Context: an optimization exercise on an open-source flow, tuned for small area and a short achievable clock period. The choices shown serve that exercise and are no tape-out recipe. Power and IR drop assume default switching activity.

==> flow/design.v <==
module Val2gen (
    input         m,
    input         I,
    input  [31:0] Val_RM,
    input  [11:0] imm,
    input  [11:0] shift_operand,
    output [31:0] Val2
);
wire [4:0] n   = shift_operand[11:7];
wire [1:0] st  = shift_operand[6:5];
wire       sh  = ~(m | I);
wire       lsl = sh & (st == 2'b00);
wire       ror = sh & (st == 2'b11);
wire       asr = sh & (st == 2'b10);
wire       rm_lo = sh & ~lsl;           
wire [31:0] imx = {24'b0, imm[7:0]};
wire [30:0] hi;
wire [31:0] lo;
genvar i;
generate
    for (i = 0; i < 31; i = i + 1) begin : g_hi
        assign hi[i] = (ror & Val_RM[i]) | (asr & Val_RM[31]) | (lsl & Val_RM[i+1]) | (I & imx[i]);
    end
    for (i = 0; i < 32; i = i + 1) begin : g_lo
        if (i < 8)
            assign lo[i] = (rm_lo & Val_RM[i]) | (~sh & imm[i]);
        else if (i < 12)
            assign lo[i] = (rm_lo & Val_RM[i]) | (m & imm[i]);
        else if (i < 31)
            assign lo[i] = rm_lo & Val_RM[i];
        else
            assign lo[i] = (rm_lo & Val_RM[31]) | (lsl & Val_RM[0]);
    end
endgenerate
wire [4:0] k = m ? 5'd0 : I ? {imm[11:8], 1'b0} : lsl ? ~n : n;
wire [62:0] s0 = {hi, lo};
wire [46:0] s4 = k[4] ? s0[62:16] : s0[46:0];
wire [38:0] s3 = k[3] ? s4[46:8]  : s4[38:0];
wire [34:0] s2 = k[2] ? s3[38:4]  : s3[34:0];
wire [32:0] s1 = k[1] ? s2[34:2]  : s2[32:0];
assign Val2    = k[0] ? s1[32:1]  : s1[31:0];
endmodule
module ALU (input [3:0] ALU_Comnd,
            input [31:0] Val1, Val2,
            input C,
            output [31:0] ALU_out,
            output [3:0] SR);
wire [3:0] cmd = ALU_Comnd;
wire add   = cmd == 4'b0010;
wire adc   = cmd == 4'b0011;
wire sub   = cmd == 4'b0100;
wire sbc   = cmd == 4'b0101;
wire arith = add | adc | sub | sbc;
wire neg   = sub | sbc;
wire pos   = add | adc;
wire cin   = ((adc | sbc) & C) | sub;
reg [3:0] t;
always @(*) begin
    case (cmd)
    4'b0001: t = 4'b1010;            
    4'b1001: t = 4'b0101;            
    4'b0010, 4'b0011,
    4'b1000: t = 4'b0110;            
    4'b0100, 4'b0101: t = 4'b1001;   
    4'b0110: t = 4'b1000;            
    4'b0111: t = 4'b1110;            
    default: t = 4'b0000;
    endcase
end
wire [31:0] A = Val1, B = Val2;
wire [31:0] X, g, k;
genvar i;
generate
    for (i = 0; i < 32; i = i + 1) begin : g_bit
        assign X[i] = t[{A[i], B[i]}];
        assign g[i] = A[i] & ((B[i] & pos) | (~B[i] & neg));
        assign k[i] = (A[i] & arith) | (B[i] & pos) | (~B[i] & neg);
    end
endgenerate
wire [32:0] c;       
prefix_carry #(.N(32), .TYPE(1)) pc (.g(g), .k(k), .cin(cin), .c(c));
assign ALU_out = X ^ c[31:0];
wire [31:0] zb = ~(X ^ {k[30:0], cin});
wire Z1 = &zb;
wire N1 = ALU_out[31];
wire C1 = c[32] ^ neg;
wire V1 = arith & ~(A[31] ^ B[31] ^ neg) & (A[31] ^ c[31]);
assign SR = {Z1, C1, N1, V1};
endmodule
module prefix_carry #(parameter N = 32, parameter TYPE = 1) (
    input  [N-1:0] g, k,
    input          cin,
    output [N:0]   c
);
localparam L = 5;    
localparam S = 2*L;
wire [N*(S+1)-1:0] G, K;
genvar s, i;
generate
    for (i = 0; i < N; i = i + 1) begin : g_l0
        if (i == 0) begin : g_c
            assign G[0] = g[0] | (k[0] & cin);
            assign K[0] = 1'b0;
        end else begin : g_n
            assign G[i] = g[i];
            assign K[i] = k[i];
        end
    end
    for (s = 1; s <= S; s = s + 1) begin : g_st
        for (i = 0; i < N; i = i + 1) begin : g_b
            localparam integer J =
                (TYPE == 0) ? ((s <= L && i >= (1 << (s-1))) ? i - (1 << (s-1)) : -1) :
                (TYPE == 1) ? ((s <= L && ((i >> (s-1)) & 1)) ? ((i >> (s-1)) << (s-1)) - 1 : -1) :
                (TYPE == 2) ? ((s <= L) ? ((((i + 1) % (1 << s)) == 0) ? i - (1 << (s-1)) : -1)
                                        : ((s < S && ((i + 1) % (1 << (S-s))) == (1 << (S-s-1)) && i >= (1 << (S-s)))
                                              ? i - (1 << (S-s-1)) : -1)) :
                      ((s <= L) ? (((i % 2) == 1 && i >= (1 << (s-1))) ? i - (1 << (s-1)) : -1)
                            : ((s == L+1 && (i % 2) == 0 && i > 0) ? i - 1 : -1));
            if (J >= 0) begin : g_op
                assign G[s*N+i] = G[(s-1)*N+i] | (K[(s-1)*N+i] & G[(s-1)*N+J]);
                assign K[s*N+i] = K[(s-1)*N+i] & K[(s-1)*N+J];
            end else begin : g_pass
                assign G[s*N+i] = G[(s-1)*N+i];
                assign K[s*N+i] = K[(s-1)*N+i];
            end
        end
    end
endgenerate
assign c = {G[S*N +: N], cin};
endmodule
module EXE_stage(
                input [31:0] PC,
                input MEM_R_EN,
                input MEM_W_EN,
                input [3:0] EXE_CMD,
                input S,
                input I,
                input [31:0] Val_RN,
                input [31:0] Val_RM,
                input [11:0] imm,
                input [11:0] shift_operand,
                input signed [23:0] signed_immed_24,
                input [3:0] status,
                output wire [31:0] BranchAddr,
                output [3:0] status_out,
                output wire [31:0] ALU_out
                );
wire [31:0] Val2;
            Val2gen val2gen_instance (
                                      .m(MEM_R_EN|MEM_W_EN),
                                      .I(I),
                                      .Val_RM(Val_RM),
                                      .imm(imm),
                                      .shift_operand(shift_operand),
                                      .Val2(Val2)
                                     );
assign BranchAddr[1:0]  = PC[1:0];
assign BranchAddr[31:2] = PC[31:2] + {{6{signed_immed_24[23]}}, signed_immed_24};
            ALU alu_instance(
                             .ALU_Comnd(EXE_CMD),
                             .Val1(Val_RN),
                             .Val2(Val2),
                             .C(status[2]),
                             .ALU_out(ALU_out),
                             .SR(status_out)
                            );
endmodule
module arm_exe (
    input             clk,
    input             rst,
    input      [31:0] PC,
    input             MEM_R_EN,
    input             MEM_W_EN,
    input      [3:0]  EXE_CMD,
    input             I,
    input      [31:0] Val_RN,
    input      [31:0] Val_RM,
    input      [11:0] imm,
    input      [11:0] shift_operand,
    input      [23:0] signed_immed_24,
    input      [3:0]  status,
    output reg [31:0] BranchAddr,
    output reg [3:0]  status_out,
    output reg [31:0] ALU_out
);
wire [31:0] branch_w, alu_w;
wire [3:0]  status_w;
EXE_stage exe (
    .PC(PC), .MEM_R_EN(MEM_R_EN), .MEM_W_EN(MEM_W_EN), .EXE_CMD(EXE_CMD),
    .S(1'b0), .I(I), .Val_RN(Val_RN), .Val_RM(Val_RM), .imm(imm),
    .shift_operand(shift_operand), .signed_immed_24(signed_immed_24),
    .status(status), .BranchAddr(branch_w), .status_out(status_w),
    .ALU_out(alu_w)
);
always @(posedge clk or posedge rst) begin
    if (rst) begin
        BranchAddr <= 32'b0;
        status_out <= 4'b0;
        ALU_out    <= 32'b0;
    end else begin
        BranchAddr <= branch_w;
        status_out <= status_w;
        ALU_out    <= alu_w;
    end
end
endmodule
clock: 10.0 ns
lec_check: 0
abc_area: 1
cap_margin: 20
core_margin: 2
core_utilization: 40
cts_buf_list: sky130_fd_sc_hd__clkbuf_4 sky130_fd_sc_hd__clkbuf_8
place_density: 0.6
setup_slack_margin: 3
slew_margin: 20
standard.sh (not shown) runs the stock make flow with config.mk's settings and CLKGATE_MAP_FILE= SYNTH_SCRIPT=/design/flow/synth_recipe.tcl, a recipe that flattens the netlist after the stock synthesis.
==> flow/flow/run.sh <==
#!/bin/bash
# Own layout flow: the standard ORFS flow (standard.sh) with two changes:
#  - synthesis maps with the ABC script in flow/abc.script (an area-oriented
#    mapping; OpenROAD's repair steps buffer and size the netlist later),
#  - the port buffers that global placement inserts are buf_1 cells.
# Everything else (synthesis script, floorplan, power grid, tap cells,
# placement, CTS, routing) is the standard flow. Each tool's output goes
# to the ORFS logs under orfs/logs; make's own output to flow_make.log.
set -euo pipefail
W=$(pwd)
rm -rf "$W/own_scripts"
cp -r "$FLOW_HOME/scripts" "$W/own_scripts"
cp "$W/flow/abc.script" "$W/own_scripts/abc_area.script"
export SCRIPTS_DIR="$W/own_scripts"
export BUFFER_PORTS_ARGS="-buffer_cell sky130_fd_sc_hd__buf_1"
bash "$W/standard.sh" > "$W/flow_make.log" 2>&1
==> flow/flow/abc.script <==
strash
&get -n
&dch
&nf
&put
Then changed:
CTS_BUF_LIST = unset   (was sky130_fd_sc_hd__clkbuf_4 sky130_fd_sc_hd__clkbuf_8)
SETUP_SLACK_MARGIN = unset   (was 3)
The new run passed the timing, design-rule and antenna checks; cell area falls by a few percent; routed wire length falls slightly; via count falls by a few percent; clock power rises by a quarter to a third; synthesized cell count is unchanged; sequential power is about the same.
Then changed:
==> flow/flow/abc.script (replaced) <==
strash
&get -n
&dch -f
&nf
&put
buffer -c
upsize -c
dnsize -c
SETUP_SLACK_MARGIN = 3   (was unset)
The new run produced a clean layout.
Worst setup slack improves by 1.7 ns.
Wire length rose by 0.58%.
Core utilization falls by 1.8 points.
Via count came out higher by 1.3%.
Global-route usage falls by 2.4 points.
Then changed:
==> flow/flow/abc.script (replaced) <==
strash
dch
map -D 3000
buffer -c
upsize -c
dnsize -c
CTS_BUF_LIST = sky130_fd_sc_hd__clkbuf_4 sky130_fd_sc_hd__clkbuf_8   (was unset)
After rerunning: Global-route usage increases by 2.9 points; final cell count increases by 25%; design area decreases by about 3%; setup slack improves by 0.12 ns; critical path depth increases by 9; utilization decreases by 1.3 points; clock-buffer cell count decreases by 1; synthesized cell count increases by 37%.
Then changed:
==> flow/flow/abc.script (replaced) <==
strash
&get -n
&dch -f
&nf
&put
buffer -c
upsize -c
dnsize -c
CTS_BUF_LIST = unset   (was sky130_fd_sc_hd__clkbuf_4 sky130_fd_sc_hd__clkbuf_8)
GPL_TIMING_DRIVEN = 0   (was unset)
SETUP_SLACK_MARGIN = 2   (was 3)
What happened:
- core utilization climbs by 1.5 points
- via count drops by 13%
- power barely changes
- setup slack got worse by 0.12 ns
- hold slack got worse by 0.073 ns
- clock-buffer cell count climbs by 3
- wire length drops by 6.9%
- cell count drops by 18%
- flip-flop and latch count does not change
Then changed:
GPL_TIMING_DRIVEN = unset   (was 0)
SETUP_SLACK_MARGIN = 4.5   (was 2)
Outcome: Non-clock buffer count went up by 73; sequential power hardly moves; via count came out higher by 9.7%; first-iteration DRC count climbs by 1.8%; hold slack is better by 0.12 ns.
Function was not checked in any run of this note: the RTL went through the layout flow alone.

[separate check: timing with driven ports]
No port has a modelled driver above. Below, the same layouts with a new extraction and two added sets of constraints.
Step 1 assumes that a clkbuf_16 drives the clock port and a buf_2 every other input.
Step 2 also shifts input and output timing later by t, the mid clock arrival at the registers, as if the neighbouring blocks saw the same clock.
a / b / c = no drivers / after step 1 / after step 2; a / b = the first two.
run | t, ns | setup WS [ns] | hold slack, ns
the first run | 0.393 | 3.201 / 3.221 / 2.829 | 1.733 / 1.722 / 2.114
the second run | 0.378 | 1.588 / 1.612 / 1.234 | 1.775 / 1.755 / 2.133
the third run | 0.363 | 3.267 / 3.286 / 2.923 | 1.774 / 1.762 / 2.125
the fourth run | 0.413 | 3.389 / 3.410 / 2.997 | 1.729 / 1.708 / 2.121
the fifth run | 0.360 | 3.265 / 3.285 / 2.925 | 1.657 / 1.637 / 1.997
the sixth run | 0.364 | 3.895 / 3.856 / 3.492 | 1.779 / 1.761 / 2.125
After both steps setup and hold are still met in every run listed. For the sixth run, which loses most, drivers alone change the setup slack by -0.039 ns; drivers and shift together by -0.403 ns.
